From an optimization exercise on the open Yosys and OpenROAD flow, aimed at small area, a short achievable clock period and few clock cycles; shortcuts taken in it are not production practice. At most, simulation tests tie the RTL to the original design; equivalence was not proved. Only the layout flow was run in runs 2 and 3; the RTL was not checked for function there. Power and IR drop assume default switching activity.

**flow/config.mk**
```make
export PLATFORM = sky130hd
export DESIGN_NAME = rv32i_core
export DESIGN_NICKNAME = rv32i_core
export VERILOG_FILES = /design/flow/design.v
export SDC_FILE = /design/flow/constraint.sdc
export NUM_CORES = 4
export LEC_CHECK = 0
export CAP_MARGIN = 20
export CORE_MARGIN = 2
export CORE_UTILIZATION = 25
export PLACE_DENSITY = 0.4
export SETUP_SLACK_MARGIN = 5
export SLEW_MARGIN = 20
```
**flow/constraint.sdc**
```tcl
create_clock -name core_clock -period 10.0 [get_ports {clk}]
set_input_delay 2.0000 -clock core_clock [delete_from_list [all_inputs] [get_ports {clk}]]
set_output_delay 2.0000 -clock core_clock [all_outputs]
set_load 0.01 [all_outputs]
```
**flow/design.v**
```verilog
module rv32i_core (
  input         clk,
  input         rst_n,
  output [31:0] imem_addr,
  input  [31:0] imem_rdata,
  output        dmem_valid,
  output        dmem_we,
  output [31:0] dmem_addr,
  output [31:0] dmem_wdata,
  output [3:0]  dmem_wstrb,
  input  [31:0] dmem_rdata,
  output        halted
);
  reg [31:0] rf [1:31];
  reg [31:0] fpc;         
  reg [15:0] bht;         
  reg        d_v;         
  reg [31:0] d_ir;
  reg [31:0] d_pc;
  reg        d_pred;      
  reg        d_fused;     
  reg [31:1] d_s1;        
  reg        d_h1, d_h2;  
  reg        halt_r;      
  reg        x_wen;       
  reg        x_br, x_ld, x_st, x_halt;
  reg [31:0] x_a;         
  reg [31:0] x_b;         
  reg [31:0] x_c;         
  reg        x_cin;       
  reg        x_pred;      
  reg        x_back;      
  reg [3:0]  x_bi;        
  reg        x_late;      
  reg [4:0]  x_rd;
  reg        x_sra;       
  reg [4:0]  x_sh;        
  reg [2:0]  x_f3;
  reg        x_rsum, x_rsll, x_rslt, x_rxor, x_rsr, x_ror, x_rand, x_rld, x_rc;
  wire [31:0] sum;
  wire        cout;
  add32 u_alu_add (.a(x_a), .b(x_b), .cin(x_cin), .s(sum), .cout(cout));
  wire        ltu = ~cout;                       
  wire        eq  = &(x_a ^ x_b);                
  wire        taken = (x_f3[2] ? ltu : eq) ^ x_f3[0];
  wire        mispredict = x_br & (taken ^ x_pred);
  wire        sh_fill = x_sra & x_a[31];
  wire [31:0] sh_r = $signed({sh_fill, x_a}) >>> x_sh;
  reg  [31:0] sh_rev;
  integer k;
  always @* begin
    for (k = 0; k < 32; k = k + 1) sh_rev[k] = sh_r[31-k];
  end
  wire [1:0]  ba = x_a[1:0];
  wire [31:0] ld_sh = dmem_rdata >> {ba, 3'b000};
  reg  [31:0] ld_val;
  always @* begin
    case (x_f3[1:0])
      2'b00:   ld_val = {{24{ld_sh[7]  & ~x_f3[2]}}, ld_sh[7:0]};
      2'b01:   ld_val = {{16{ld_sh[15] & ~x_f3[2]}}, ld_sh[15:0]};
      default: ld_val = ld_sh;
    endcase
  end
  wire [31:0] wdata =
      ({32{x_rsum}}  & sum)
    | ({32{x_rsll}}  & sh_rev)
    | ({32{x_rslt}}  & {31'b0, ltu})
    | ({32{x_rxor}}  & (x_a ^ x_b))
    | ({32{x_rsr}}   & sh_r)
    | ({32{x_ror}}   & (x_a | x_b))
    | ({32{x_rand}}  & (x_a & x_b))
    | ({32{x_rld}}   & ld_val)
    | ({32{x_rc}}    & x_c);
  assign imem_addr  = fpc;
  assign dmem_valid = x_ld | x_st;
  assign dmem_we    = x_st;
  assign dmem_addr  = x_a;
  assign dmem_wdata = (x_f3[1:0] == 2'b00) ? {4{x_c[7:0]}} :
                      (x_f3[1:0] == 2'b01) ? {2{x_c[15:0]}} : x_c;
  assign dmem_wstrb = (x_f3[1:0] == 2'b00) ? (4'b0001 << ba) :
                      (x_f3[1:0] == 2'b01) ? (ba[1] ? 4'b1100 : 4'b0011) : 4'b1111;
  assign halted = halt_r | x_halt;
  wire [31:0] in = d_ir;
  wire [6:0]  op = in[6:0];
  wire [2:0]  f3 = in[14:12];
  wire [4:0]  rs1 = in[19:15];
  wire [4:0]  rs2 = in[24:20];
  wire d_lui   = (op == 7'b0110111);
  wire d_auipc = (op == 7'b0010111);
  wire d_jal   = (op == 7'b1101111);
  wire d_jalr  = (op == 7'b1100111);
  wire d_br    = (op == 7'b1100011);
  wire d_ld    = (op == 7'b0000011);
  wire d_st    = (op == 7'b0100011);
  wire d_opi   = (op == 7'b0010011);
  wire d_op    = (op == 7'b0110011);
  wire d_known = d_lui | d_auipc | d_jal | d_jalr | d_br | d_ld | d_st | d_opi | d_op;
  wire d_alu   = d_op | d_opi;
  wire [31:0] imm_i = {{20{in[31]}}, in[31:20]};
  wire [31:0] imm_s = {{20{in[31]}}, in[31:25], in[11:7]};
  wire [31:0] imm_b = {{20{in[31]}}, in[7], in[30:25], in[11:8], 1'b0};
  wire [31:0] imm_u = {in[31:12], 12'b0};
  wire [31:0] imm_j = {{12{in[31]}}, in[19:12], in[20], in[30:21], 1'b0};
  reg [31:0] rd1, rd2;
  integer r;
  always @* begin
    rd1 = 32'b0;
    rd2 = 32'b0;
    for (r = 1; r < 32; r = r + 1) begin
      rd1 = rd1 | ({32{d_s1[r]}} & rf[r]);
      rd2 = rd2 | ({32{rs2 == r}} & rf[r]);
    end
  end
  wire hit1 = x_wen & d_h1;
  wire hit2 = x_wen & d_h2;
  wire [31:0] v1 = hit1 ? wdata : rd1;
  wire [31:0] v2 = hit2 ? wdata : rd2;
  wire [31:0] base = hit1 ? x_c : rd1;
  wire [31:0] addr;
  add32 u_addr_add (.a(base), .b(d_st ? imm_s : imm_i), .cin(1'b0), .s(addr), .cout());
  wire        d_usebase = d_ld | d_st | d_jalr;
  wire        stall = d_v & d_usebase & hit1 & x_late;
  wire [31:0] dpc4 = d_pc + 32'd4;
  wire [31:0] dtgt;
  add32 u_tgt_add (.a(d_pc), .b(d_br ? imm_b : imm_u), .cin(1'b0), .s(dtgt), .cout());
  wire halt_next = halt_r | x_halt;
  wire go = d_v & ~halt_next & ~mispredict & ~stall;
  wire redirect_d = go & d_jalr & ~d_fused;
  wire d_sub  = d_br | (d_op & (f3 == 3'b000) & in[30]) | (d_alu & (f3[2:1] == 2'b01));
  wire d_sgn  = (d_br & ~f3[1]) | (d_alu & (f3 == 3'b010));    
  reg  [31:0] v1_rev;
  always @* begin
    for (r = 0; r < 32; r = r + 1) v1_rev[r] = v1[31-r];
  end
  wire d_sll = d_alu & (f3 == 3'b001);
  wire [31:0] a_n = (d_ld | d_st) ? addr : d_sll ? v1_rev : {v1[31] ^ d_sgn, v1[30:0]};
  wire [31:0] b_n = (d_op | d_br) ? v2 : imm_i;
  wire [31:0] b_x = b_n ^ {d_sub ^ d_sgn, {31{d_sub}}};
  wire [31:0] c_n = d_st ? v2 :
                    (d_jal | d_jalr | d_pred) ? dpc4 :
                    d_lui ? imm_u : dtgt;
  wire [31:0] fin = imem_rdata;
  wire f_jal  = (fin[6:0] == 7'b1101111);
  wire f_agree = bht[fpc[5:2]];
  wire f_fuse = (fin[6:0] == 7'b1100111) & d_v & d_auipc & (in[11:7] != 5'd0) & (fin[19:15] == in[11:7]);
  wire [31:0] fjt = dtgt + {{20{fin[31]}}, fin[31:20]};
  wire f_pred = (fin[6:0] == 7'b1100011) & (fin[31] ~^ f_agree);
  wire        f_s = fin[31];
  wire [12:0] lo_b = {1'b0, fpc[11:0]} + {1'b0, fin[7], fin[30:25], fin[11:8], 1'b0};
  wire [20:0] lo_j = {1'b0, fpc[19:0]} + {1'b0, fin[19:12], fin[20], fin[30:21], 1'b0};
  wire [19:0] hb_inc = fpc[31:12] + 20'd1;
  wire [19:0] hb_dec = fpc[31:12] - 20'd1;
  wire [11:0] hj_inc = fpc[31:20] + 12'd1;
  wire [11:0] hj_dec = fpc[31:20] - 12'd1;
  wire [19:0] hb = (lo_b[12] == f_s) ? fpc[31:12] : lo_b[12] ? hb_inc : hb_dec;
  wire [11:0] hj = (lo_j[20] == f_s) ? fpc[31:20] : lo_j[20] ? hj_inc : hj_dec;
  wire [31:0] ftgt_b = {hb, lo_b[11:0]};
  wire [31:0] ftgt_j = {hj, lo_j[19:0]};
  wire [31:0] fpc4 = fpc + 32'd4;
  wire replay = stall & ~mispredict & ~halt_next;
  wire [31:0] fpc_next = mispredict ? x_c :
                         replay     ? d_pc :
                         redirect_d ? {addr[31:1], 1'b0} :
                         f_fuse ? {fjt[31:1], 1'b0} :
                         f_jal ? ftgt_j : f_pred ? ftgt_b : fpc4;
  always @(posedge clk or negedge rst_n) begin
    if (!rst_n) begin
      fpc    <= 32'b0;
      d_v    <= 1'b0;
      halt_r <= 1'b0;
      x_wen  <= 1'b0;
      x_br   <= 1'b0;
      x_ld   <= 1'b0;
      x_st   <= 1'b0;
      x_halt <= 1'b0;
    end else begin
      fpc    <= fpc_next;
      d_v    <= ~(mispredict | replay | redirect_d | halt_next);
      halt_r <= halt_next;
      x_wen  <= go & (in[11:7] != 5'd0) & (d_lui | d_auipc | d_jal | d_jalr | d_ld | d_alu);
      x_br   <= go & d_br;
      x_ld   <= go & d_ld;
      x_st   <= go & d_st;
      x_halt <= go & ~d_known;
    end
  end
  always @(posedge clk) begin
    d_ir   <= fin;
    d_pc   <= fpc;
    d_pred <= f_pred;
    d_fused <= f_fuse;
    for (r = 1; r < 32; r = r + 1) d_s1[r] <= (fin[19:15] == r);
    d_h1   <= (fin[19:15] == in[11:7]);
    d_h2   <= (fin[24:20] == in[11:7]);
  end
  always @(posedge clk) begin
    x_a      <= a_n;
    x_b      <= b_x;
    x_c      <= c_n;
    x_cin    <= d_sub;
    x_pred   <= d_pred;
    x_back   <= in[31];
    x_bi     <= d_pc[5:2];
    x_late   <= d_alu | d_ld;
    x_rd     <= in[11:7];
    x_sra    <= in[30] & ~d_sll;
    x_sh     <= d_op ? v2[4:0] : in[24:20];
    x_f3     <= f3;
    x_rsum   <= d_alu & (f3 == 3'b000);
    x_rsll   <= d_sll;
    x_rslt   <= d_alu & (f3[2:1] == 2'b01);
    x_rxor   <= d_alu & (f3 == 3'b100);
    x_rsr    <= d_alu & (f3 == 3'b101);
    x_ror    <= d_alu & (f3 == 3'b110);
    x_rand   <= d_alu & (f3 == 3'b111);
    x_rld    <= d_ld;
    x_rc     <= d_lui | d_auipc | d_jal | d_jalr;
  end
  wire        agreed = taken ~^ x_back;
  always @(posedge clk or negedge rst_n) begin
    if (!rst_n)    bht <= 16'hFFFF;
    else if (x_br) bht[x_bi] <= agreed;
  end
  integer w;
  always @(posedge clk) begin
    for (w = 1; w < 32; w = w + 1)
      if (x_wen && x_rd == w) rf[w] <= wdata;
  end
endmodule
module add32 (
  input  [31:0] a,
  input  [31:0] b,
  input         cin,
  output [31:0] s,
  output        cout
);
  wire [31:0] p0 = a ^ b;
  wire [31:0] g0 = a & b;
  wire [31:0] g [0:5];
  wire [31:0] p [0:5];
  assign g[0] = {g0[31:1], g0[0] | (p0[0] & cin)};
  assign p[0] = p0;
  genvar l, i;
  generate
    for (l = 0; l < 5; l = l + 1) begin : lvl
      for (i = 0; i < 32; i = i + 1) begin : bt
        if (i >= (1 << l)) begin : op
          assign g[l+1][i] = g[l][i] | (p[l][i] & g[l][i - (1 << l)]);
          assign p[l+1][i] = p[l][i] & p[l][i - (1 << l)];
        end else begin : pass
          assign g[l+1][i] = g[l][i];
          assign p[l+1][i] = p[l][i];
        end
      end
    end
  endgenerate
  wire [32:0] c = {g[5], cin};
  assign s = p0 ^ c[31:0];
  assign cout = c[32];
endmodule
```
**flow/run.sh**
```bash
#!/bin/bash
# synth_recipe.tcl (not shown) runs the flow's synth.tcl, then flattens the netlist and writes it again
# the make line also repeats each setting of config.mk as NAME=value (left out here)
make -C /OpenROAD-flow-scripts/flow DESIGN_CONFIG=/design/flow/config.mk WORK_HOME=/design/flow/orfs CLKGATE_MAP_FILE= SYNTH_SCRIPT=/design/flow/synth_recipe.tcl finish
```
==> flow_summary.ini, run 1 <==
[outcome]
status = complete, no violations

[yosys]
async_flop_share = 0.04321
synth_top_area_share = 0.4421
synth_area_sq_mm = 0.06738
postSynthCellCount = 5980
synth_top_area_cell = edfxtp_1
ys_types = 93
synth_seq_cells = 1273
yosys-top-cells-area = edfxtp_1 44%, dfxtp_1 6.7%, a221oi_1 4.8%
synth_edf_count = 992
avgSynthCellArea_sq_um = 11.27
synthTopCellsByCount = 992 x edfxtp_1, 430 x nand2_1, 372 x a221oi_1
yosysMostFrequentCell = edfxtp_1
syn_nets = 6268
synthFlopType = edfxtp_1
ys_seq_area_frac = 0.5300
yosys_warnings = 3

[hold_path]
hold-path-endpoint = d_pc[0]
worst_hold_path.num_cells = 0
hp-class = reg2reg
hold_start = fpc[0]

[drt]
drt_wl_total_um = 406100
ant_nets = 0
drt_iter0_drc = 9347
vias = 61780
dr.pass1.iters = 7
vias_per_cell = 6.215
route.detailed.drc = 0
wl_per_cell_um = 40.85

[setup_path]
critPathKind = in2reg
worst_ep_required_time_ns = 10.71
r2r-start = d_s1[25]
path_cells = buf_8 > ha_4 > a2111oi_4 > o21ai_2 > a32o_2 > a31o_4 > a31o_4 > a31oi_4 > buf_12 > ha_4 > a211oi_4 > o21ai_2 > o31a_1 > a211o_1 > a21o_1 > a21oi_2 > xnor2_1 > xnor2_1 > a211oi_1 > o21ai_1 > a22o_1
critPathArrivalTime_ns = 6.09
worstSetupStartpointType = primary input
ff2ff_path_depth = 16
rrSetupSlack_ns = 4.74
crit_fanout = 7
cp-end-kind = register
cp_slowest_cell = a32o_2
rr_endpoint = fpc[31]
crit_path_max_incr_delay_ns = 0.32

[die]
io_pins = 169
die_area_sq_mm = 0.2737
row_count = 190
coreArea_sq_mm = 0.2679
die_w_um = 523.1
die_y_um = 523.1
floorplan.initialDensity = 0.2515

[sta]
slew_violations = 0
slew_headroom = 0.1275
post-route-period-util = 0.5378
setup_viol = 0
tns_ns = 0
final_hold_viol_count = 0
skew_ns = 0.05638
worstMarginPinSlew_ns = 1.306
fin_crit_ns = 5.378
max_freq_ghz = 0.1859
grt_setup_unrepaired = true

[power_and_ir_drop]
cellLeakagePower_nw = 28.81
powerDensity_mw_per_mm2 = 236.7
ir_worst_vdd_uv = 134.4

[finish]
area_growth_pct = 22.85
instances_no_fill = 9941
multi_input_area_sq_mm = 0.03208
regArea_sq_mm = 0.03583
final_area_sq_mm = 0.08277
fill_cells = 27070
layout-drive-gt1-share = 0.1799
nets = 6545

[placement]
place.gp.congestion = 0.9456
hpwl_um = 256800
placed_cell_area_sq_mm = 0.07450
dp_cells = 9526
numPortBuffers = 168

[global_routing]
grt_start_max_net_pins = 57
grt_util_all_layers = 0.2871
grt_overflow = 0
grt_pass1_vias = 58800
grt_pass1_wl_um = 537100
antenna_found_initial = 28

[run]
maxCapViolCount = 0

[clock_network]
clkTransAtPathRegs_ns = 0.06
htreeDepth = 4
clockBufferDepth = 3
cts_tree = yes
clock_sinks = 1273
numCtsBuffers = 146
cts-root-buf = clkbuf_16
clk_latency_ns = 0.84
stage by stage:
| stage | hold WS, ns | power [mW] | utilization | worst slack [ns] |
|---|---|---|---|---|
| 2_1_floorplan | 0.3290 | 10.04 | - | 3.963 |
| 3_3_place_gp | 0.4299 | 12.74 | 0.2778 | 2.723 |
| 3_5_place_dp | 0.4174 | 12.72 | 0.2781 | 2.817 |
| 4_1_cts | 0.4260 | 19.07 | 0.3047 | 4.593 |
| 5_1_grt | 0.4317 | 20.23 | 0.3088 | 4.503 |
| 6_report | 0.4370 | 19.59 | 0.3089 | 4.622 |
critical path: cells and delay by family:
family	cells	cell delay, ns
AO/OA/AOI/OAI	15	3.15
adder cells (fa/ha/maj)	2	0.45
buffers and inverters	2	0.26
XOR/XNOR	2	0.24
area by class of cell:
class	instances	area share
repair buffers	520	0.05720
multi-input cells	4158	0.3876
diodes	13	0.0003930
flip-flops and latches	1273	0.4329
repair inverters	6	0.0004384
clock buffers	183	0.04768
clock inverters	84	0.01285
well taps	3552	0.05369
inverters	152	0.007316
routing by layer:
layer,vias to the layer above,global-route usage,part of all wire
met1,31510,0.3558,0.38
met5,-,0.008489,0.0012
met3,1223,0.08431,0.11
met2,4584,0.4409,0.43
li1,24440,-,-
met4,26,0.1694,0.073
worst max path at each step:
stage	startpoint	end	slack, ns	cells past startpoint
CTS	imem_rdata[27]	fpc[31]	4.59	21
global placement	imem_rdata[23]	fpc[31]	2.72	20
detailed placement	imem_rdata[23]	fpc[31]	2.82	20
finish	imem_rdata[27]	fpc[31]	4.62	21
global route	imem_rdata[27]	fpc[31]	4.50	21
floorplan	imem_rdata[27]	fpc[31]	3.96	20
cells by family (layout without fill, tap and decap cells):
family	Yosys count	count (layout)	synth area share
and+or+nand+nor	1379	1381	0.09823
AOI/OAI and AO/OA	2167	2167	0.2361
buffers and inverters	551	945	0.03185
muxes	146	146	0.02997
adders and majority gates	222	222	0.04223
xor gates and xnor gates	242	242	0.03166
other	0	13	0
DFF	1273	1273	0.5300
power by group:
group	internal, mW	total [mW]	switching [mW]
logic	3.02	7.13	4.11
clock network	3.23	5.71	2.48
registers	5.91	6.76	0.849
state kept, by name, summed over array words and instances, names as in the netlist, 3 cells and up:
| signal | count |
|---|---|
| x_bi | 4 |
| x_sh | 5 |
| rf | 992 |
| fpc | 32 |
| x_a | 32 |
| x_b | 32 |
| x_f3 | 3 |
| x_rd | 5 |
| d_ir | 32 |
| bht | 16 |
| d_s1 | 31 |
| x_c | 32 |
| d_pc | 32 |
repair_timing:
action	in CTS	in global routing
resized for setup	374	184
buffers inserted	87	40
pin swaps	78	79
gates cloned	8	0
hold buffers	0	0
endpoints found under the setup margin	210	155
cells in the final DEF, fill, tap and decap left out, types with 184 or more instances in the layout:
| cell | instances |
|---|---|
| edfxtp_1 | 992 |
| nand2_1 | 424 |
| a221oi_1 | 362 |
| a22oi_1 | 338 |
| a22o_1 | 311 |
| buf_4 | 297 |
| o21ai_0 | 243 |
| nor2_1 | 224 |
| a21oi_1 | 223 |
| nand3_1 | 184 |
Testbench counts, summed over its fixed seeds: cycles 73,590.
==> inputs of run 2 (changes only) <==
--- a/flow/design.v
+++ b/flow/design.v
@@ -19,5 +19,4 @@
   reg [31:0] d_pc;
   reg        d_pred;      
-  reg        d_fused;     
   reg [31:1] d_s1;        
   reg        d_h1, d_h2;  
@@ -126,5 +125,5 @@
   wire halt_next = halt_r | x_halt;
   wire go = d_v & ~halt_next & ~mispredict & ~stall;
-  wire redirect_d = go & d_jalr & ~d_fused;
+  wire redirect_d = go & d_jalr;
   wire d_sub  = d_br | (d_op & (f3 == 3'b000) & in[30]) | (d_alu & (f3[2:1] == 2'b01));
   wire d_sgn  = (d_br & ~f3[1]) | (d_alu & (f3 == 3'b010));    
@@ -143,14 +142,14 @@
   wire f_jal  = (fin[6:0] == 7'b1101111);
   wire f_agree = bht[fpc[5:2]];
-  wire f_fuse = (fin[6:0] == 7'b1100111) & d_v & d_auipc & (in[11:7] != 5'd0) & (fin[19:15] == in[11:7]);
-  wire [31:0] fjt = dtgt + {{20{fin[31]}}, fin[31:20]};
   wire f_pred = (fin[6:0] == 7'b1100011) & (fin[31] ~^ f_agree);
   wire        f_s = fin[31];
-  wire [12:0] lo_b = {1'b0, fpc[11:0]} + {1'b0, fin[7], fin[30:25], fin[11:8], 1'b0};
-  wire [20:0] lo_j = {1'b0, fpc[19:0]} + {1'b0, fin[19:12], fin[20], fin[30:21], 1'b0};
-  wire [19:0] hb_inc = fpc[31:12] + 20'd1;
-  wire [19:0] hb_dec = fpc[31:12] - 20'd1;
-  wire [11:0] hj_inc = fpc[31:20] + 12'd1;
-  wire [11:0] hj_dec = fpc[31:20] - 12'd1;
+  wire [12:0] lo_b;
+  wire [20:0] lo_j;
+  wire [19:0] hb_inc, hb_dec;
+  wire [11:0] hj_inc, hj_dec;
+  addks #(.W(12)) u_lob (.a(fpc[11:0]), .b({fin[7], fin[30:25], fin[11:8], 1'b0}), .s(lo_b[11:0]), .cout(lo_b[12]));
+  addks #(.W(20)) u_loj (.a(fpc[19:0]), .b({fin[19:12], fin[20], fin[30:21], 1'b0}), .s(lo_j[19:0]), .cout(lo_j[20]));
+  incdec #(.W(20)) u_hb (.a(fpc[31:12]), .inc(hb_inc), .dec(hb_dec));
+  incdec #(.W(12)) u_hj (.a(fpc[31:20]), .inc(hj_inc), .dec(hj_dec));
   wire [19:0] hb = (lo_b[12] == f_s) ? fpc[31:12] : lo_b[12] ? hb_inc : hb_dec;
   wire [11:0] hj = (lo_j[20] == f_s) ? fpc[31:20] : lo_j[20] ? hj_inc : hj_dec;
@@ -162,5 +161,4 @@
                          replay     ? d_pc :
                          redirect_d ? {addr[31:1], 1'b0} :
-                         f_fuse ? {fjt[31:1], 1'b0} :
                          f_jal ? ftgt_j : f_pred ? ftgt_b : fpc4;
   always @(posedge clk or negedge rst_n) begin
@@ -189,5 +187,4 @@
     d_pc   <= fpc;
     d_pred <= f_pred;
-    d_fused <= f_fuse;
     for (r = 1; r < 32; r = r + 1) d_s1[r] <= (fin[19:15] == r);
     d_h1   <= (fin[19:15] == in[11:7]);
@@ -259,2 +256,49 @@
   assign cout = c[32];
 endmodule
+module addks #(parameter W = 12) (
+  input  [W-1:0] a,
+  input  [W-1:0] b,
+  output [W-1:0] s,
+  output         cout
+);
+  localparam L = $clog2(W);
+  wire [W-1:0] p0 = a ^ b;
+  wire [W-1:0] g [0:L];
+  wire [W-1:0] p [0:L];
+  assign g[0] = a & b;
+  assign p[0] = p0;
+  genvar l, i;
+  generate
+    for (l = 0; l < L; l = l + 1) begin : lvl
+      for (i = 0; i < W; i = i + 1) begin : bt
+        if (i >= (1 << l)) begin : op
+          assign g[l+1][i] = g[l][i] | (p[l][i] & g[l][i - (1 << l)]);
+          assign p[l+1][i] = p[l][i] & p[l][i - (1 << l)];
+        end else begin : pass
+          assign g[l+1][i] = g[l][i];
+          assign p[l+1][i] = p[l][i];
+        end
+      end
+    end
+  endgenerate
+  assign s = p0 ^ {g[L][W-2:0], 1'b0};
+  assign cout = g[L][W-1];
+endmodule
+module incdec #(parameter W = 12) (
+  input  [W-1:0] a,
+  output [W-1:0] inc,
+  output [W-1:0] dec
+);
+  genvar i;
+  generate
+    for (i = 0; i < W; i = i + 1) begin : bt
+      if (i == 0) begin : lsb
+        assign inc[i] = ~a[i];
+        assign dec[i] = ~a[i];
+      end else begin : msb
+        assign inc[i] = a[i] ^ (&a[i-1:0]);
+        assign dec[i] = a[i] ^ ~(|a[i-1:0]);
+      end
+    end
+  endgenerate
+endmodule
--- a/flow/config.mk
+++ b/flow/config.mk
@@ -8,6 +8,9 @@
 export CAP_MARGIN = 20
 export CORE_MARGIN = 2
-export CORE_UTILIZATION = 25
-export PLACE_DENSITY = 0.4
+export CORE_UTILIZATION = 35
+export CTS_BUF_LIST = sky130_fd_sc_hd__clkbuf_16
+export CTS_CLUSTER_DIAMETER = 120
+export CTS_CLUSTER_SIZE = 24
+export PLACE_DENSITY = 0.5
 export SETUP_SLACK_MARGIN = 5
 export SLEW_MARGIN = 20
==> run 2 against run 1 <==
Effect of this change:
- clock power down 48%
- largest power group is now registers
- die area down 31%
- first-iteration DRC count up 21%
- sequential share of layout area up 5.5 points
- worst setup slack better by 0.34 ns
- fmax up 6.7%
- total power down 33%
- final area down 11%
- critical path type unchanged
- sequential cell count down 1
- hold slack worse by 0.0060 ns
- register-to-register slack better by 0.24 ns
- critical endpoint is now x_b[0]
==> flow_summary.ini, run 2 <==
[sta]
worstMarginPinSlew_ns = 1.285
hold_slack_ns = 0.4310
post-route-period-util = 0.5040
max_freq_ghz = 0.1984
setup_viol = 0
skew_ns = 0.05215
final.setup.worst_slack_ns = 4.960
tns_ns = 0
fin_crit_ns = 5.040
final_hold_viol_count = 0
grt_setup_unrepaired = true
slew_violations = 0
slew_headroom = 0.1383

[drt]
drt_iter0_drc = 11330
wl_per_cell_um = 43.33
vias_per_cell = 7.177
dr.pass1.iters = 11
vias = 59130
route.detailed.drc = 0
top_layer = met5
m1WireLength_um = 127200
ant_nets = 0
drt_wl_total_um = 357000
dr_wl_met2_um = 147800
dr_wl_met3_um = 51830

[die]
die_w_um = 434.7
die_y_um = 434.7
coreArea_sq_mm = 0.1848
die_area_sq_mm = 0.1890
io_pins = 169
row_count = 158
floorplan.initialDensity = 0.3513

[clock_network]
cts-root-buf = clkbuf_16
clkTransAtPathRegs_ns = 0.10
clock_sinks = 1272
clk_latency_ns = 0.79
clockBufferDepth = 3
htreeDepth = 2
numCtsBuffers = 61
cts_tree = yes

[power_and_ir_drop]
switchingPower_mw = 4.767
p_total_mw = 13.09
power_frac_seq = 0.503
internal-power_mw = 8.323
cellLeakagePower_nw = 25.30
pwr-share-clk = 0.227
power_frac_comb = 0.269
powerDensity_mw_per_mm2 = 178.4
swShare = 0.3642
ir_worst_vdd_uv = 135.1

[setup_path]
critPathKind = in2reg
worstSetupStartpointType = primary input
cp_slowest_cell = o22ai_1
critPathArrivalTime_ns = 5.64
crit_path_max_incr_delay_ns = 0.83
crit_fanout = 33
cp-end-kind = register
crit_top_cell = nand2_1
worst_ep_required_time_ns = 10.60
path_cells = clkdlybuf4s50_1 > mux2i_1 > nand2_1 > nand3_1 > o2111ai_1 > a221oi_1 > nand2_1 > buf_4 > o22ai_1 > o21ai_0 > xor2_1

[finish]
nets = 5938
final_common_cell = edfxtp_1
fin_util = 0.3971
layout-drive-gt1-share = 0.1195
mostFrequentLayoutCells = 992 x edfxtp_1, 381 x a221oi_1, 358 x nand2_1
largest_register = rf
area_growth_pct = 13.04
largest_reg_flops = 992

[yosys]
ys_seq_area_frac = 0.5497
synth_top_area_share = 0.4588
synthTopCellsByCount = 992 x edfxtp_1, 388 x a221oi_1, 362 x nand2_1
synth_top_area_cell = edfxtp_1
yosysMostFrequentCell = edfxtp_1
synth_edf_count = 992
syn_nets = 5866
ys_types = 94
synth_area_sq_mm = 0.06493
synth_seq_cells = 1272
yosys-top-cells-area = edfxtp_1 46%, dfxtp_1 6.9%, a221oi_1 5.2%
async_flop_share = 0.04324
yosys_warnings = 5
synthFlopType = edfxtp_1
avgSynthCellArea_sq_um = 11.51
postSynthCellCount = 5639

[global_routing]
grt_pass1_vias = 54480
antenna_found_initial = 25
grt_overflow = 0
grt_start_max_net_pins = 63
grt_pass1_wl_um = 473000
grt_util_all_layers = 0.3595

[placement]
place.gp.congestion = 0.9949
hpwl_um = 216000
place_ws_ns = 3.774
numPortBuffers = 168

[run]
maxCapViolCount = 0

[hold_path]
hp-class = reg2reg

[outcome]
status = complete, no violations
-- run 2: cell count changes after synthesis, moves of 21 or more --
cell / previous run / this run
a211oi_1: 58 / 37
xnor2_1: 133 / 78
nand2_1: 430 / 362
inv_1: 147 / 126
a21oi_1: 267 / 214
a21o_1: 95 / 71
ha_1: 213 / 155
-- run 2: per-layer routing --
layer,vias up,global-route usage
li1,22700,-
met1,29160,0.4448
met2,5669,0.5232
met3,1568,0.1350
met4,28,0.2340
met5,-,0.004536
-- run 2: path summary, 6_finish.rpt --
check / cells past startpoint / slack [ns] / to / start
min: 0 / 0.43 / x_pred / d_pred
max: 11 / 4.96 / x_b[0] / dmem_rdata[24]
min reg2reg: 0 / 0.43 / x_pred / d_pred
min in group asynchronous: 2 / 1.44 / fpc[9] / rst_n
max reg2reg: 17 / 4.98 / fpc[31] / d_s1[25]
max in group asynchronous: 2 / 7.93 / x_wen / rst_n
-- run 2: area by class of cell --
type,instances,area (sq um)
repair buffers,415,3804
flip-flops and latches,1272,35770
multi-input cells,3825,28370
repair inverters,5,30.03
well taps,2480,3103
inverters,131,514.2
clock buffers,61,1526
fillers,17570,111400
diodes,11,27.53
clock inverters,39,252.7
-- run 2: cell families after synthesis --
family	after synthesis	synth area share
buffers and inverters	544	0.03326
DFF	1272	0.5497
muxes	154	0.03166
adders and majority gates	161	0.03172
AOI/OAI and AO/OA	2058	0.2343
and+or+nand+nor	1262	0.09383
xor gates and xnor gates	188	0.02557
-- run 2: stage by stage --
stage / cell area [sq um] / cells
after floorplan: 64930 / 5639
after global placement: 70200 / 8078
after detailed placement: 70210 / 8079
after CTS: 72640 / 8196
after global routing: 73370 / 8229
final: 73400 / 8239
-- run 2: worst max-delay path: cells and delay by family --
kind,cells,cell delay [ns]
compound gates,4,1.91
buf+inv,2,0.73
simple gates,3,0.44
xor+xnor,1,0.26
mux,1,0.25
-- run 2: power groups by stage --
stage / logic [mW] / clock network (mW) / registers, mW
after floorplan: 1.92 / 0 / 6.23
after global placement: 3.25 / 0 / 6.68
after detailed placement: 3.24 / 0 / 6.67
after CTS: 3.34 / 2.96 / 6.55
after global routing: 3.68 / 3.13 / 6.58
final: 3.53 / 2.97 / 6.59
-- run 2: repair_timing --
item	4_1_cts	5_1_grt
buffers inserted	12	28
cloned	5	3
hold buffers	0	0
gates resized for setup	107	106
pin swaps	6	19
endpoints found under the setup margin	122	129
==> inputs of run 3 (changes only) <==
--- a/flow/design.v
+++ b/flow/design.v
@@ -26,6 +26,6 @@
   reg [31:0] x_a;         
   reg [31:0] x_b;         
+  reg [1:0]  x_ba;        
   reg [31:0] x_c;         
-  reg        x_cin;       
   reg        x_pred;      
   reg        x_back;      
@@ -36,9 +36,9 @@
   reg [4:0]  x_sh;        
   reg [2:0]  x_f3;
-  reg        x_rsum, x_rsll, x_rslt, x_rxor, x_rsr, x_ror, x_rand, x_rld, x_rc;
+  reg        x_rsum, x_rsub, x_rsll, x_rslt, x_rxor, x_rsr, x_ror, x_rand, x_rld, x_rc;
   wire [31:0] sum;
   wire        cout;
-  add32 u_alu_add (.a(x_a), .b(x_b), .cin(x_cin), .s(sum), .cout(cout));
-  wire        ltu = ~cout;                       
+  add32 u_alu_add (.a(x_a), .b(x_b), .cin(1'b0), .s(sum), .cout(cout));
+  wire        ltu = cout;                        
   wire        eq  = &(x_a ^ x_b);                
   wire        taken = (x_f3[2] ? ltu : eq) ^ x_f3[0];
@@ -51,5 +51,5 @@
     for (k = 0; k < 32; k = k + 1) sh_rev[k] = sh_r[31-k];
   end
-  wire [1:0]  ba = x_a[1:0];
+  wire [1:0]  ba = x_ba;
   wire [31:0] ld_sh = dmem_rdata >> {ba, 3'b000};
   reg  [31:0] ld_val;
@@ -63,4 +63,5 @@
   wire [31:0] wdata =
       ({32{x_rsum}}  & sum)
+    | ({32{x_rsub}}  & ~sum)
     | ({32{x_rsll}}  & sh_rev)
     | ({32{x_rslt}}  & {31'b0, ltu})
@@ -133,7 +134,7 @@
   end
   wire d_sll = d_alu & (f3 == 3'b001);
-  wire [31:0] a_n = (d_ld | d_st) ? addr : d_sll ? v1_rev : {v1[31] ^ d_sgn, v1[30:0]};
+  wire [31:0] a_n = (d_ld | d_st) ? addr : d_sll ? v1_rev : (v1 ^ {d_sub ^ d_sgn, {31{d_sub}}});
   wire [31:0] b_n = (d_op | d_br) ? v2 : imm_i;
-  wire [31:0] b_x = b_n ^ {d_sub ^ d_sgn, {31{d_sub}}};
+  wire [31:0] b_x = {b_n[31] ^ d_sgn, b_n[30:0]};
   wire [31:0] c_n = d_st ? v2 :
                     (d_jal | d_jalr | d_pred) ? dpc4 :
@@ -193,7 +194,7 @@
   always @(posedge clk) begin
     x_a      <= a_n;
+    x_ba     <= addr[1:0];
     x_b      <= b_x;
     x_c      <= c_n;
-    x_cin    <= d_sub;
     x_pred   <= d_pred;
     x_back   <= in[31];
@@ -204,5 +205,6 @@
     x_sh     <= d_op ? v2[4:0] : in[24:20];
     x_f3     <= f3;
-    x_rsum   <= d_alu & (f3 == 3'b000);
+    x_rsum   <= d_alu & (f3 == 3'b000) & ~d_sub;
+    x_rsub   <= d_alu & (f3 == 3'b000) & d_sub;
     x_rsll   <= d_sll;
     x_rslt   <= d_alu & (f3[2:1] == 2'b01);
--- a/flow/config.mk
+++ b/flow/config.mk
@@ -9,7 +9,5 @@
 export CORE_MARGIN = 2
 export CORE_UTILIZATION = 35
-export CTS_BUF_LIST = sky130_fd_sc_hd__clkbuf_16
-export CTS_CLUSTER_DIAMETER = 120
-export CTS_CLUSTER_SIZE = 24
+export CTS_BUF_LIST = sky130_fd_sc_hd__clkbuf_8
 export PLACE_DENSITY = 0.5
 export SETUP_SLACK_MARGIN = 5
==> run 3 against run 2 <==
Effect of this change:
- cell count grew 5.5%
- die area grew 2.0%
- area after synthesis grew 2.0%
- first-iteration DRC count grew 2.5%
- core utilization grew 1.4 points
- sequential power grew 2%
- combinational power grew 7.6%
- clock power grew 69%
- critical endpoint is now dmem_wdata[27]
- worst setup slack gained 0.071 ns
- largest cell class unchanged
- register-to-register slack gained 0.07 ns
- fmax grew 1.4%
==> flow_summary.ini, run 3 <==
[yosys]
yosysMostFrequentCell = edfxtp_1
syn_nets = 6028
ys_seq_area_frac = 0.5394
postSynthCellCount = 5802
synthFlopType = edfxtp_1
yosys_warnings = 5
async_flop_share = 0.04317
synth_top_area_cell = edfxtp_1
avgSynthCellArea_sq_um = 11.42
yosys-top-cells-area = edfxtp_1 45%, dfxtp_1 6.9%, a221oi_1 5.2%
ys_types = 102
synth_area_sq_mm = 0.06624
synth_seq_cells = 1274
synth_top_area_share = 0.4497
synth_edf_count = 992
synthTopCellsByCount = 992 x edfxtp_1, 396 x a221oi_1, 381 x nand2_1

[clock_network]
clock_sinks = 1274
cts-root-buf = clkbuf_8
hold_buffers = 0
cts_tree = yes
htreeDepth = 4
clk_latency_ns = 1.05
numCtsBuffers = 213
clockBufferDepth = 3
clkTransAtPathRegs_ns = 0.07

[drt]
ant_nets = 0
vias = 61370
wl_per_cell_um = 42.57
dr.pass1.iters = 13
vias_per_cell = 7.063
route.detailed.drc = 0
drt_iter0_drc = 11610
drt_wl_total_um = 369900

[finish]
nets = 6228
mostFrequentLayoutCells = 992 x edfxtp_1, 390 x a221oi_1, 375 x nand2_1
layout-drive-gt1-share = 0.1477
area_growth_pct = 16.54
largest_reg_flops = 992
final_common_cell = edfxtp_1
final_area_sq_mm = 0.07719
largest_register = rf

[die]
io_pins = 169
coreArea_sq_mm = 0.1880
row_count = 159
floorplan.initialDensity = 0.3523
die_area_sq_mm = 0.1928
die_w_um = 439.0
die_y_um = 439.0

[setup_path]
worst_ep_required_time_ns = 8.00
cp-end-kind = output port
crit_fanout = 6
critPathArrivalTime_ns = 2.97
critPathKind = reg2out
worstSetupStartpointType = register

[sta]
setup_viol = 0
slew_violations = 0
skew_ns = 0.07447
fin_crit_ns = 4.968
worstMarginPinSlew_ns = 1.252
grt_setup_unrepaired = true
slew_headroom = 0.1651
post-route-period-util = 0.4968
max_freq_ghz = 0.2013
final_hold_viol_count = 0
tns_ns = 0
hold_slack_ns = 0.4222

[global_routing]
grt_start_max_net_pins = 56
grt_pass1_wl_um = 493100
grt_pass1_vias = 57750
antenna_found_initial = 27
grt_util_all_layers = 0.3708
grt_overflow = 0

[outcome]
status = complete, no violations

[placement]
numPortBuffers = 168
placed_cell_area_sq_mm = 0.07147
hpwl_um = 223300
place.gp.congestion = 0.9802

[power_and_ir_drop]
ir_worst_vdd_uv = 150.8
powerDensity_mw_per_mm2 = 201.6
p_total_mw = 15.56
cellLeakagePower_nw = 26.89

[run]
maxCapViolCount = 0

[hold_path]
hp-class = reg2reg
==> run 3: changes by cell type after synthesis, sizes merged, moves of 13 or more <==
cell   before  now
or3        21   34
a21o       71   58
nand2     362  381
mux4       37   50
o21ai     303  286
xor2      109   53
nor2      277  293
a22o      316  331
inv       129  150
nand4     113  133
a22oi     335  311
mux2i      76   96
xnor2      78  112
==> run 3: final cells by class <==
| type | instances | area [sq um] |
|---|---|---|
| sequential | 1274 | 35820 |
| antenna | 13 | 32.53 |
| clock buffer | 229 | 3152 |
| multi-input combinational | 3953 | 29400 |
| inverter | 152 | 581.8 |
| timing repair buffer | 406 | 3767 |
| fill | 17870 | 110800 |
| clock inverter | 166 | 1315 |
| tap | 2495 | 3122 |
| timing repair inverter | 2 | 12.51 |
==> run 3: worst paths after layout <==
check,depth (start not counted),slack [ns],startpoint,end
max,3,5.03,x_c[11],dmem_wdata[27]
min,0,0.42,d_pred,x_pred
max reg2reg,17,5.05,d_s1[4],fpc[23]
min reg2reg,0,0.42,d_pred,x_pred
max in group asynchronous,2,8.24,rst_n,x_wen
min in group asynchronous,2,1.16,rst_n,fpc[9]
==> run 3: logic make-up (layout without fill, tap and decap cells) <==
family | after synthesis | after routing | synth area share
other cells | 0 | 13 | 0
buf+inv | 575 | 955 | 0.03447
mux | 175 | 175 | 0.03683
fa+ha+maj | 160 | 160 | 0.03079
flops | 1274 | 1274 | 0.5394
compound gates | 2088 | 2088 | 0.2356
xor+xnor | 165 | 165 | 0.02182
simple gates | 1365 | 1365 | 0.1011
==> run 3: per-layer routing <==
metal  GRT usage  part of all wire  up-vias
li1            -                 -    23800
met5     0.01092            0.0010        -
met3      0.1345              0.14     1580
met1      0.4480              0.35    30190
met4      0.2571             0.085       18
met2      0.5480              0.42     5785
==> run 3: repair_timing <==
action                                  in CTS  in global routing
gates cloned                                 2                  0
pin swaps                                    7                 19
buffers inserted                            12                 21
endpoints found under the setup margin     154                136
resized for setup                          111                116
==> run 3: worst max-delay path: stages, from the launching register on <==
cell	delay [ns]
dfxtp_1	1.00
mux2i_1	0.15
o21ai_0	0.21
clkdlybuf4s50_1	0.57
==> run 3: through the flow <==
stage	util	std cells	setup WS, ns
5_1_grt	0.4105	8683	4.991
4_1_cts	0.4069	8655	4.892
2_1_floorplan	-	5802	5.143
3_3_place_gp	0.3802	8246	3.136
6_report	0.4106	8690	5.032
3_5_place_dp	0.3802	8246	3.151
==> run 3: where the power goes <==
group | internal, mW | total [mW] | switching, mW
combinational | 1.46 | 3.80 | 2.34
sequential | 5.94 | 6.74 | 0.807
clock | 2.61 | 5.02 | 2.41
total | 10.0 | 15.6 | 5.56
==> inputs of run 4 (changes only) <==
--- a/flow/design.v
+++ b/flow/design.v
@@ -21,4 +21,5 @@
   reg [31:1] d_s1;        
   reg        d_h1, d_h2;  
+  reg        p_ldst, p_st, p_jalr, p_sll, p_sub, p_sgn, p_useb;
   reg        halt_r;      
   reg        x_wen;       
@@ -118,6 +119,6 @@
   wire [31:0] base = hit1 ? x_c : rd1;
   wire [31:0] addr;
-  add32 u_addr_add (.a(base), .b(d_st ? imm_s : imm_i), .cin(1'b0), .s(addr), .cout());
-  wire        d_usebase = d_ld | d_st | d_jalr;
+  add32 u_addr_add (.a(base), .b(p_st ? imm_s : imm_i), .cin(1'b0), .s(addr), .cout());
+  wire        d_usebase = p_ldst | p_jalr;
   wire        stall = d_v & d_usebase & hit1 & x_late;
   wire [31:0] dpc4 = d_pc + 32'd4;
@@ -126,5 +127,5 @@
   wire halt_next = halt_r | x_halt;
   wire go = d_v & ~halt_next & ~mispredict & ~stall;
-  wire redirect_d = go & d_jalr;
+  wire redirect_d = go & p_jalr;
   wire d_sub  = d_br | (d_op & (f3 == 3'b000) & in[30]) | (d_alu & (f3[2:1] == 2'b01));
   wire d_sgn  = (d_br & ~f3[1]) | (d_alu & (f3 == 3'b010));    
@@ -134,11 +135,18 @@
   end
   wire d_sll = d_alu & (f3 == 3'b001);
-  wire [31:0] a_n = (d_ld | d_st) ? addr : d_sll ? v1_rev : (v1 ^ {d_sub ^ d_sgn, {31{d_sub}}});
-  wire [31:0] b_n = (d_op | d_br) ? v2 : imm_i;
-  wire [31:0] b_x = {b_n[31] ^ d_sgn, b_n[30:0]};
+  wire [31:0] a_n = p_ldst ? addr : p_sll ? v1_rev : (v1 ^ {p_sub ^ p_sgn, {31{p_sub}}});
+  wire [31:0] b_n = p_useb ? v2 : imm_i;
+  wire [31:0] b_x = {b_n[31] ^ p_sgn, b_n[30:0]};
   wire [31:0] c_n = d_st ? v2 :
                     (d_jal | d_jalr | d_pred) ? dpc4 :
                     d_lui ? imm_u : dtgt;
   wire [31:0] fin = imem_rdata;
+  wire [6:0]  fop = fin[6:0];
+  wire [2:0]  ff3 = fin[14:12];
+  wire f_brop = (fop == 7'b1100011);
+  wire f_ld   = (fop == 7'b0000011);
+  wire f_st   = (fop == 7'b0100011);
+  wire f_op   = (fop == 7'b0110011);
+  wire f_alu  = f_op | (fop == 7'b0010011);
   wire f_jal  = (fin[6:0] == 7'b1101111);
   wire f_agree = bht[fpc[5:2]];
@@ -149,6 +157,6 @@
   wire [19:0] hb_inc, hb_dec;
   wire [11:0] hj_inc, hj_dec;
-  addks #(.W(12)) u_lob (.a(fpc[11:0]), .b({fin[7], fin[30:25], fin[11:8], 1'b0}), .s(lo_b[11:0]), .cout(lo_b[12]));
-  addks #(.W(20)) u_loj (.a(fpc[19:0]), .b({fin[19:12], fin[20], fin[30:21], 1'b0}), .s(lo_j[19:0]), .cout(lo_j[20]));
+  addks #(.W(12), .L(4)) u_lob (.a(fpc[11:0]), .b({fin[7], fin[30:25], fin[11:8], 1'b0}), .s(lo_b[11:0]), .cout(lo_b[12]));
+  addks #(.W(20), .L(5)) u_loj (.a(fpc[19:0]), .b({fin[19:12], fin[20], fin[30:21], 1'b0}), .s(lo_j[19:0]), .cout(lo_j[20]));
   incdec #(.W(20)) u_hb (.a(fpc[31:12]), .inc(hb_inc), .dec(hb_dec));
   incdec #(.W(12)) u_hj (.a(fpc[31:20]), .inc(hj_inc), .dec(hj_dec));
@@ -188,4 +196,11 @@
     d_pc   <= fpc;
     d_pred <= f_pred;
+    p_ldst <= f_ld | f_st;
+    p_st   <= f_st;
+    p_jalr <= (fop == 7'b1100111);
+    p_sll  <= f_alu & (ff3 == 3'b001);
+    p_sub  <= f_brop | (f_op & (ff3 == 3'b000) & fin[30]) | (f_alu & (ff3[2:1] == 2'b01));
+    p_sgn  <= (f_brop & ~ff3[1]) | (f_alu & (ff3 == 3'b010));
+    p_useb <= f_op | f_brop;
     for (r = 1; r < 32; r = r + 1) d_s1[r] <= (fin[19:15] == r);
     d_h1   <= (fin[19:15] == in[11:7]);
@@ -258,5 +273,5 @@
   assign cout = c[32];
 endmodule
-module addks #(parameter W = 12) (
+module addks #(parameter W = 12, parameter L = 4) (
   input  [W-1:0] a,
   input  [W-1:0] b,
@@ -264,5 +279,4 @@
   output         cout
 );
-  localparam L = $clog2(W);
   wire [W-1:0] p0 = a ^ b;
   wire [W-1:0] g [0:L];
--- a/flow/config.mk
+++ b/flow/config.mk
@@ -9,6 +9,9 @@
 export CORE_MARGIN = 2
 export CORE_UTILIZATION = 35
-export CTS_BUF_LIST = sky130_fd_sc_hd__clkbuf_8
+export CTS_BUF_LIST = sky130_fd_sc_hd__clkbuf_16
+export CTS_CLUSTER_DIAMETER = 120
+export CTS_CLUSTER_SIZE = 24
 export PLACE_DENSITY = 0.5
 export SETUP_SLACK_MARGIN = 5
 export SLEW_MARGIN = 20
+export TNS_END_PERCENT = 20
==> run 4 against run 3 <==
Effect of this change:
- count of clock-buffer cells in the layout fell by 162
- cell count is 5.0% lower
- core utilization is 1.5 points lower
- global-route usage decreased by 0.88 points
- sequential cell count is 7 higher
- first-iteration DRC count shrank 1.9%
- via count fell by 3.4%
- worst setup slack worse by 0.25 ns
- largest cell class unchanged
==> flow_summary.ini, run 4 <==
[hold_path]
hold_start = fpc[0]
hold-path-endpoint = d_pc[0]
worst_hold_path.num_cells = 0
hp-class = reg2reg

[sta]
skew_ns = 0.05905
tns_ns = 0
slew_headroom = 0.1224
worstMarginPinSlew_ns = 1.316
final_hold_viol_count = 0
grt_setup_unrepaired = true
hold_slack_ns = 0.4746
post-route-period-util = 0.5221
max_freq_ghz = 0.1915
setup_viol = 0
final.setup.worst_slack_ns = 4.779
fin_crit_ns = 5.221
slew_violations = 0

[yosys]
yosys_warnings = 5
syn_nets = 5874
ys_seq_area_frac = 0.5480
synthTopCellsByCount = 992 x edfxtp_1, 388 x a221oi_1, 379 x nand2_1
synth_edf_count = 992
synth_area_sq_mm = 0.06545
yosys-top-cells-area = edfxtp_1 46%, dfxtp_1 7.2%, a221oi_1 5.2%
async_flop_share = 0.04294
yosysMostFrequentCell = edfxtp_1
synth_top_area_share = 0.4551
postSynthCellCount = 5648
synthFlopType = edfxtp_1
synth_top_area_cell = edfxtp_1
synth_seq_cells = 1281
avgSynthCellArea_sq_um = 11.59
ys_types = 102

[finish]
layout-drive-gt1-share = 0.1125
largest_register = rf
multi_input_area_sq_mm = 0.02828
final_area_sq_mm = 0.07351
area_growth_pct = 12.32
largest_reg_flops = 992
nets = 5948
fill_cells = 17690
instances_no_fill = 8253
fin_util = 0.3960
final_common_cell = edfxtp_1
regArea_sq_mm = 0.03593
mostFrequentLayoutCells = 992 x edfxtp_1, 387 x a221oi_1, 374 x nand2_1

[setup_path]
crit_fanout = 32
rrSetupSlack_ns = 4.78
cp-end-kind = register
ff2ff_path_depth = 12
rr_endpoint = x_c[29]
critPathKind = reg2reg
r2r-start = x_a[11]
worst_ep_required_time_ns = 10.60
worstSetupStartpointType = register
critPathArrivalTime_ns = 5.83

[global_routing]
grt_pass1_wl_um = 478800
antenna_found_initial = 22
grt_util_all_layers = 0.3620
grt_start_max_net_pins = 61
grt_overflow = 0
grt_pass1_vias = 55000

[placement]
place.gp.congestion = 1.012
dp_cells = 8115
numPortBuffers = 168
hpwl_um = 223100
place_ws_ns = 4.039
placed_cell_area_sq_mm = 0.07089

[clock_network]
cts-root-buf = clkbuf_16
clk_latency_ns = 0.77
cts_tree = yes
clkTransAtPathRegs_ns = 0.11
clock_sinks = 1281
htreeDepth = 3
hold_buffers = 0
clockBufferDepth = 3
numCtsBuffers = 67

[power_and_ir_drop]
internal-power_mw = 8.556
swShare = 0.3613
pwr-share-clk = 0.243
p_total_mw = 13.40
ir_worst_vdd_uv = 157.2
power_frac_comb = 0.259
power_frac_seq = 0.498
powerDensity_mw_per_mm2 = 182.2
switchingPower_mw = 4.841
cellLeakagePower_nw = 25.26

[drt]
route.detailed.drc = 0
ant_nets = 0
vias_per_cell = 7.187
drt_iter0_drc = 11390
wl_per_cell_um = 43.50
drt_wl_total_um = 359000
vias = 59320
dr.pass1.iters = 11

[die]
die_area_sq_mm = 0.1905
io_pins = 169
die_y_um = 436.4
floorplan.initialDensity = 0.3526
coreArea_sq_mm = 0.1856
row_count = 158
die_w_um = 436.4

[run]
maxCapViolCount = 0

[outcome]
status = complete, no violations
## run 4: power by group through the flow
stage                     clock network (mW)  logic, mW  registers, mW
after floorplan                            0       1.99           6.28
after global placement                     0       3.30           6.76
after detailed placement                   0       3.29           6.75
after CTS                               3.25       3.32           6.64
after global routing                    3.42       3.64           6.66
final                                   3.26       3.47           6.67
## run 4: worst max-delay path, cell delays in order, from the launching register on
cell and delay (ns):
dfxtp_1 0.66, inv_1 0.09, ha_1 0.41, a21oi_1 0.39
o211ai_1 0.23, a21oi_1 0.26, o211ai_1 0.36, a2111o_1 0.55
and4_1 0.22, o31a_1 0.32, or3_2 0.80, o22ai_4 0.60
a21oi_1 0.14
## run 4: worst max path at each step
stage,startpoint,to,cells after the start
6_report,x_a[11],x_c[29],12
3_5_place_dp,imem_rdata[15],fpc[23],11
4_1_cts,d_s1[11],fpc[31],16
3_3_place_gp,dmem_rdata[31],x_c[28],9
5_1_grt,x_a[11],x_c[29],12
2_1_floorplan,imem_rdata[27],fpc[18],13
## run 4: repair_timing
action / CTS / global route
resized for setup: 34 / 56
endpoints found under the setup margin: 57 / 68
setup buffers: 0 / 13
cloned: 1 / 1
pin swaps: 0 / 4
## run 4: kinds of logic after synthesis
logic type      after synthesis  synth area share
mux                         183           0.03730
simple gates               1323           0.09866
xor+xnor                    164           0.02195
fa+ha+maj                   160           0.03116
compound gates             2001            0.2303
buf+inv                     536           0.03263
flops                      1281            0.5480
## run 4: layout make-up
type / instances / share of cell area
Sequential cell: 1281 / 0.4888
Multi-Input combinational cell: 3832 / 0.3847
Timing Repair Buffer: 399 / 0.04893
Tap cell: 2480 / 0.04221
Clock buffer: 67 / 0.02281
Inverter: 140 / 0.007200
Clock inverter: 41 / 0.004902
Antenna cell: 12 / 0.0004085
Timing Repair inverter: 1 / 0.00006808
## run 4: per-layer routing
metal	up-vias	wire, um	GRT usage
met2	5403	153600	0.5495
met4	18	31180	0.2410
li1	22860	-	-
met5	-	203	0.002520
met3	1558	47890	0.1078
met1	29480	126200	0.4449
Testbench counts of run 4, summed over its fixed seeds: cycles 75,955.
==> inputs of run 5 (changes only) <==
--- a/flow/config.mk
+++ b/flow/config.mk
@@ -15,3 +15,2 @@
 export SETUP_SLACK_MARGIN = 5
 export SLEW_MARGIN = 20
-export TNS_END_PERCENT = 20
==> run 5 against run 4 <==
Effect of this change:
- global-route usage is essentially flat
- routed wire length is essentially flat
- clock skew shrank 0.010 ns
- combinational power is essentially flat
- total power grew 0.20%
- area after synthesis is the same
- hold slack lost 0.010 ns
- first-iteration DRC count grew 4.7%
- via count shrank 0.34%
- highest routed layer unchanged
==> flow_summary.ini, run 5 <==
[outcome]
status = complete, no violations

[die]
floorplan.initialDensity = 0.3526
die_w_um = 436.4
coreArea_sq_mm = 0.1856
die_y_um = 436.4
io_pins = 169
row_count = 158
die_area_sq_mm = 0.1905

[drt]
drt_iter0_drc = 11920
ant_nets = 0
dr_wl_met3_um = 47900
m1WireLength_um = 126200
drt_wl_total_um = 359200
dr_wl_met2_um = 153500
top_layer = met5
dr.pass1.iters = 10
route.detailed.drc = 0
wl_per_cell_um = 43.49
vias = 59120
vias_per_cell = 7.159

[power_and_ir_drop]
swShare = 0.3617
ir_worst_vdd_uv = 158.6
power_frac_comb = 0.260
cellLeakagePower_nw = 25.33
power_frac_seq = 0.497
powerDensity_mw_per_mm2 = 182.2
switchingPower_mw = 4.856
internal-power_mw = 8.568
pwr-share-clk = 0.243
p_total_mw = 13.42

[clock_network]
cts_tree = yes
numCtsBuffers = 67
cts-root-buf = clkbuf_16
clkTransAtPathRegs_ns = 0.12
clk_latency_ns = 0.77
clock_sinks = 1281
htreeDepth = 3
clockBufferDepth = 3
hold_buffers = 0

[yosys]
synth_area_sq_mm = 0.06545
synth_top_area_share = 0.4551
synth_edf_count = 992
yosys-top-cells-area = edfxtp_1 46%, dfxtp_1 7.2%, a221oi_1 5.2%
syn_nets = 5874
postSynthCellCount = 5648
synth_top_area_cell = edfxtp_1
synth_seq_cells = 1281
async_flop_share = 0.04294
avgSynthCellArea_sq_um = 11.59
synthFlopType = edfxtp_1
ys_seq_area_frac = 0.5480
synthTopCellsByCount = 992 x edfxtp_1, 388 x a221oi_1, 379 x nand2_1
ys_types = 102
yosys_warnings = 5
yosysMostFrequentCell = edfxtp_1

[setup_path]
cp_slowest_cell = o311ai_0
critPathTopFamily = compound AO/OA/AOI/OAI gates
critPathLaunch = x_a[11]
worstSetupStartpointType = register
crit_top_cell = o21ai_0
crit_path_max_incr_delay_ns = 0.85
critPathArrivalTime_ns = 5.65
path_cells = inv_1 > ha_1 > a21oi_1 > o21ai_0 > o21ai_0 > nand2_1 > o311ai_0 > mux2i_1 > or2_2 > o22ai_1 > o21ai_0
critPathKind = reg2reg
crit_fanout = 32
r2r-start = x_a[11]
worst_ep_required_time_ns = 10.63
cp-end-kind = register
worst-path-buf-inv = 1

[finish]
largest_reg_flops = 992
final_area_sq_mm = 0.07369
mostFrequentLayoutCells = 992 x edfxtp_1, 386 x a221oi_1, 374 x nand2_1
fill_cells = 17690
multi_input_area_sq_mm = 0.02836
layout-drive-gt1-share = 0.1160
final_common_cell = edfxtp_1
area_growth_pct = 12.58
regArea_sq_mm = 0.03594
nets = 5953
largest_register = rf

[sta]
post-route-period-util = 0.5023
grt_setup_unrepaired = true
slew_headroom = 0.1900
fin_crit_ns = 5.023
final_hold_viol_count = 0
skew_ns = 0.04876
max_freq_ghz = 0.1991
worstMarginPinSlew_ns = 1.202
setup_viol = 0
slew_violations = 0
tns_ns = 0
hold_slack_ns = 0.4641

[placement]
hpwl_um = 223100
place.gp.congestion = 1.012
numPortBuffers = 168
placed_cell_area_sq_mm = 0.07089

[hold_path]
hp-class = reg2reg
hold_start = fpc[0]

[global_routing]
grt_util_all_layers = 0.3621
grt_overflow = 0
antenna_found_initial = 23
grt_pass1_vias = 55000
grt_start_max_net_pins = 61
grt_pass1_wl_um = 478900

[run]
maxCapViolCount = 0
-- run 5: cell counts after synthesis --
Identical to the previous run, type by type.
-- run 5: layer usage --
layer  global-route usage  vias to the layer above
met4               0.2434                       20
met3               0.1107                     1530
met1               0.4438                    29300
met2               0.5475                     5399
met5             0.003780                        -
li1                     -                    22870
-- run 5: stage by stage --
step	utilization	setup slack, ns	cells
floorplan	-	5.240	5648
global placement	0.3816	3.466	8114
detailed placement	0.3819	4.039	8115
CTS	0.3940	4.968	8225
global route	0.3968	4.930	8246
finish	0.3969	4.977	8258
-- run 5: power groups by stage --
stage | Combinational (mW) | Clock, mW | Sequential, mW
after floorplan | 1.99 | 0 | 6.28
after global placement | 3.30 | 0 | 6.76
after detailed placement | 3.29 | 0 | 6.75
after CTS | 3.33 | 3.25 | 6.64
after global routing | 3.66 | 3.42 | 6.65
final | 3.49 | 3.26 | 6.67
-- run 5: worst paths after layout --
kind | cells after the start | slack [ns] | end
min reg2reg | 0 | 0.46 | d_pc[0]
max | 11 | 4.98 | x_b[20]
min | 0 | 0.46 | d_pc[0]
max reg2reg | 11 | 4.98 | x_b[20]
max in group asynchronous | 2 | 7.97 | x_wen
min in group asynchronous | 2 | 1.43 | fpc[19]
-- run 5: area by class of cell --
class,count,area share
antenna,12,0.0004075
clock buffer,67,0.02275
clock inverter,41,0.004890
inverter,140,0.007183
multi-input combinational,3832,0.3849
sequential,1281,0.4878
tap,2480,0.04211
timing repair buffer,404,0.04989
timing repair inverter,1,0.00006792
-- run 5: cells by family (layout without fill, tap and decap cells) --
| kind of cell | after synthesis | count (layout) | share of synthesized area |
|---|---|---|---|
| XOR/XNOR | 164 | 164 | 0.02195 |
| other | 0 | 12 | 0 |
| buffers and inverters | 536 | 653 | 0.03263 |
| adder cells (fa/ha/maj) | 160 | 160 | 0.03116 |
| AO/OA/AOI/OAI | 2001 | 2001 | 0.2303 |
| flip-flops | 1281 | 1281 | 0.5480 |
| AND/OR/NAND/NOR | 1323 | 1323 | 0.09866 |
| multiplexers | 183 | 184 | 0.03730 |
-- run 5: repair_timing --
action,4_1_cts,5_1_grt
gates cloned,1,1
gates resized for setup,44,85
pin swaps,1,2
setup buffers,1,17
setup endpoints to repair,57,56
==> inputs of run 6 (changes only) <==
==> flow/flow/run.sh (new file) <==
#!/bin/bash
set -euo pipefail
bash standard.sh SETUP_SLACK_MARGIN=5.5 finish > standard_flow.log 2>&1
==> flow/standard.sh (new file) <==
#!/bin/bash
# synth_recipe.tcl (not shown) runs the flow's synth.tcl, then flattens the netlist and writes it again
# the make line also repeats each setting of config.mk as NAME=value (left out here)
make -C /OpenROAD-flow-scripts/flow DESIGN_CONFIG=/design/flow/config.mk WORK_HOME=/design/flow/orfs CLKGATE_MAP_FILE= SYNTH_SCRIPT=/design/flow/synth_recipe.tcl "${@:-finish}"
--- a/flow/config.mk
+++ b/flow/config.mk
@@ -13,4 +13,3 @@
 export CTS_CLUSTER_SIZE = 24
 export PLACE_DENSITY = 0.5
-export SETUP_SLACK_MARGIN = 5
 export SLEW_MARGIN = 20
removed: flow/run.sh
==> run 6 against run 5 <==
Effect of this change:
- routed wire length increased by 1.2%
- critical path type unchanged
- highest routed layer unchanged
- cell count up 0.93%
- non-clock buffer count is 79 higher
- critical endpoint is now x_b[5]
==> flow_summary.ini, run 6 <==
[outcome]
status = complete, no violations

[hold_path]
hp-class = reg2reg
worst_hold_path.num_cells = 0

[global_routing]
antenna_found_initial = 21
grt_pass1_vias = 55460
grt_pass1_wl_um = 481500
grt_start_max_net_pins = 61
grt_util_all_layers = 0.3640
grt_overflow = 0

[clock_network]
numCtsBuffers = 61
cts-root-buf = clkbuf_16
cts_tree = yes
clock_sinks = 1281
htreeDepth = 2
clk_latency_ns = 0.82
clockBufferDepth = 3
clkTransAtPathRegs_ns = 0.11

[power_and_ir_drop]
power_frac_seq = 0.493
power_frac_comb = 0.284
internal-power_mw = 8.561
switchingPower_mw = 4.902
pwr-share-clk = 0.224
cellLeakagePower_nw = 26.01
swShare = 0.3641
p_total_mw = 13.46
powerDensity_mw_per_mm2 = 178.0
ir_worst_vdd_uv = 147.7

[setup_path]
cp.depth = 9
worst-path-buf-inv = 2
ff2ff_path_depth = 9
crit_fanout = 23
critPathKind = reg2reg
crit_path_max_incr_delay_ns = 0.97
cp-end-kind = register
worstSetupStartpointType = register
worst_ep_required_time_ns = 10.61
cp_slowest_cell = dfxtp_1
critPathTopFamily = simple AND/OR/NAND/NOR gates
crit_top_cell = buf_4
path_cells = nand3b_1 > nor2_4 > buf_4 > a22o_1 > a221oi_1 > nand4_1 > o22ai_1 > buf_4 > o21ai_0
critPathArrivalTime_ns = 5.19

[sta]
tns_ns = 0
skew_ns = 0.06778
grt_setup_unrepaired = true
final_hold_viol_count = 0
setup_viol = 0
slew_headroom = 0.2099
final.setup.worst_slack_ns = 5.415
post-route-period-util = 0.4585
fin_crit_ns = 4.585
max_freq_ghz = 0.2181
slew_violations = 0
worstMarginPinSlew_ns = 1.182

[yosys]
avgSynthCellArea_sq_um = 11.59
ys_seq_area_frac = 0.5480
synthTopCellsByCount = 992 x edfxtp_1, 388 x a221oi_1, 379 x nand2_1
synth_area_sq_mm = 0.06545
synth_seq_cells = 1281
yosysMostFrequentCell = edfxtp_1
synth_top_area_share = 0.4551
synth_top_area_cell = edfxtp_1
synthFlopType = edfxtp_1
postSynthCellCount = 5648
async_flop_share = 0.04294
synth_edf_count = 992
yosys_warnings = 5
yosys-top-cells-area = edfxtp_1 46%, dfxtp_1 7.2%, a221oi_1 5.2%
syn_nets = 5874
ys_types = 102

[placement]
hpwl_um = 229200
dp_cells = 8114
numPortBuffers = 168
place.gp.congestion = 0.9856
place_ws_ns = 3.877
placed_cell_area_sq_mm = 0.07095

[finish]
final_common_cell = edfxtp_1
fill_cells = 17570
multi_input_area_sq_mm = 0.02932
largest_reg_flops = 992
largest_register = rf
layout-drive-gt1-share = 0.1554
final_area_sq_mm = 0.07566
nets = 6026
mostFrequentLayoutCells = 992 x edfxtp_1, 374 x nand2_1, 372 x a221oi_1
instances_no_fill = 8335
regArea_sq_mm = 0.03602
area_growth_pct = 15.59

[drt]
drt_iter0_drc = 11650
dr.pass1.iters = 13
vias = 59910
wl_per_cell_um = 43.60
route.detailed.drc = 0
vias_per_cell = 7.187
ant_nets = 0
drt_wl_total_um = 363400

[die]
die_w_um = 436.4
io_pins = 169
die_area_sq_mm = 0.1905
coreArea_sq_mm = 0.1856
floorplan.initialDensity = 0.3526
die_y_um = 436.4
row_count = 158

[run]
maxCapViolCount = 0
==> run 6: layer usage <==
layer,GRT usage,part of all wire,up-vias
li1,-,-,23020
met1,0.4506,0.36,29660
met2,0.5387,0.42,5609
met3,0.1321,0.14,1590
met4,0.2235,0.082,26
met5,0.006804,0.0011,-
==> run 6: layout make-up <==
| cell class | instances | area share |
|---|---|---|
| clock buffer | 62 | 0.02051 |
| antenna | 18 | 0.0005954 |
| tap | 2480 | 0.04101 |
| inverter | 140 | 0.007194 |
| sequential | 1281 | 0.4761 |
| timing repair buffer | 483 | 0.06374 |
| clock inverter | 38 | 0.003159 |
| multi-input combinational | 3831 | 0.3876 |
| timing repair inverter | 2 | 0.0001654 |
==> run 6: metrics by stage <==
step,hold slack [ns],util
CTS,0.4812,0.3996
detailed placement,0.4518,0.3822
global route,0.4881,0.4073
floorplan,0.3802,-
global placement,0.4719,0.3818
finish,0.4862,0.4076
==> run 6: cell families (layout without fill, tap and decap cells) <==
family	after synthesis	after routing	share of synthesized area
AOI/OAI and AO/OA	2001	2001	0.2303
muxes	183	183	0.03730
and+or+nand+nor	1323	1323	0.09866
DFF	1281	1281	0.5480
xor gates and xnor gates	164	164	0.02195
other	0	18	0
buffers and inverters	536	725	0.03263
adders and majority gates	160	160	0.03116
==> run 6: final timing paths <==
check / from / end / slack, ns
max in group asynchronous: rst_n / x_wen / 7.99
worst min-delay path: fpc[0] / d_pc[0] / 0.49
worst max-delay path: d_ir[24] / x_b[5] / 5.42
worst min register to register: fpc[0] / d_pc[0] / 0.49
min in group asynchronous: rst_n / fpc[3] / 1.38
worst max register to register: d_ir[24] / x_b[5] / 5.42
==> run 6: what timing repair did <==
| item | 4_1_cts | 5_1_grt |
|---|---|---|
| pin swaps | 30 | 55 |
| gates resized for setup | 283 | 199 |
| endpoints found under the setup margin | 240 | 141 |
| cloned | 2 | 4 |
| setup buffers | 41 | 56 |
| hold buffers | 0 | 0 |
==> run 6: power groups by stage <==
stage	Clock [mW]	Sequential, mW	Combinational (mW)
floorplan	0	6.28	2.01
global placement	0	6.71	3.39
detailed placement	0	6.71	3.38
CTS	3.01	6.59	3.56
global route	3.17	6.61	3.99
finish	3.01	6.63	3.82

separate check: timing with driven ports:
No port has a modelled driver above. Below, the same layouts with a new extraction and two added sets of constraints. Step 1 (the two cells are an assumption about what drives the block):
set clk [get_ports {clk}]
set_driving_cell -lib_cell sky130_fd_sc_hd__clkbuf_16 $clk
set_driving_cell -lib_cell sky130_fd_sc_hd__buf_2 [delete_from_list [all_inputs] $clk]
Step 2 adds t to the input delays and takes it off the output delays; t is the mean of the earliest and latest rising clock arrival at the registers after step 1. Input paths then give back, and output paths get back, about the clock's delay inside the block. Three values: ideal ports, drivers, drivers and shift; two values: the first two.
run	t, ns	slack for setup (ns)	worst register clock-pin slew, ns	worst slew at a driven data input, ns	cell pins on the clock port's net
run 1	0.910	4.622 / 4.676 / 3.766	0.07 / 0.07	0.08	1
run 2	0.850	4.960 / 4.978 / 4.165	0.11 / 0.11	0.05	1
run 3	1.103	5.032 / 4.940 / 4.033	0.09 / 0.09	0.05	1
run 4	0.823	4.779 / 4.779 / 4.128	0.12 / 0.12	0.06	1
run 5	0.861	4.977 / 4.977 / 4.302	0.12 / 0.12	0.06	1
run 6	0.889	5.415 / 5.415 / 4.666	0.12 / 0.12	0.06	1
After both steps every run listed still meets setup and hold. For run 3, which loses most, drivers alone change the setup slack by -0.092 ns; drivers and shift together by -0.999 ns.
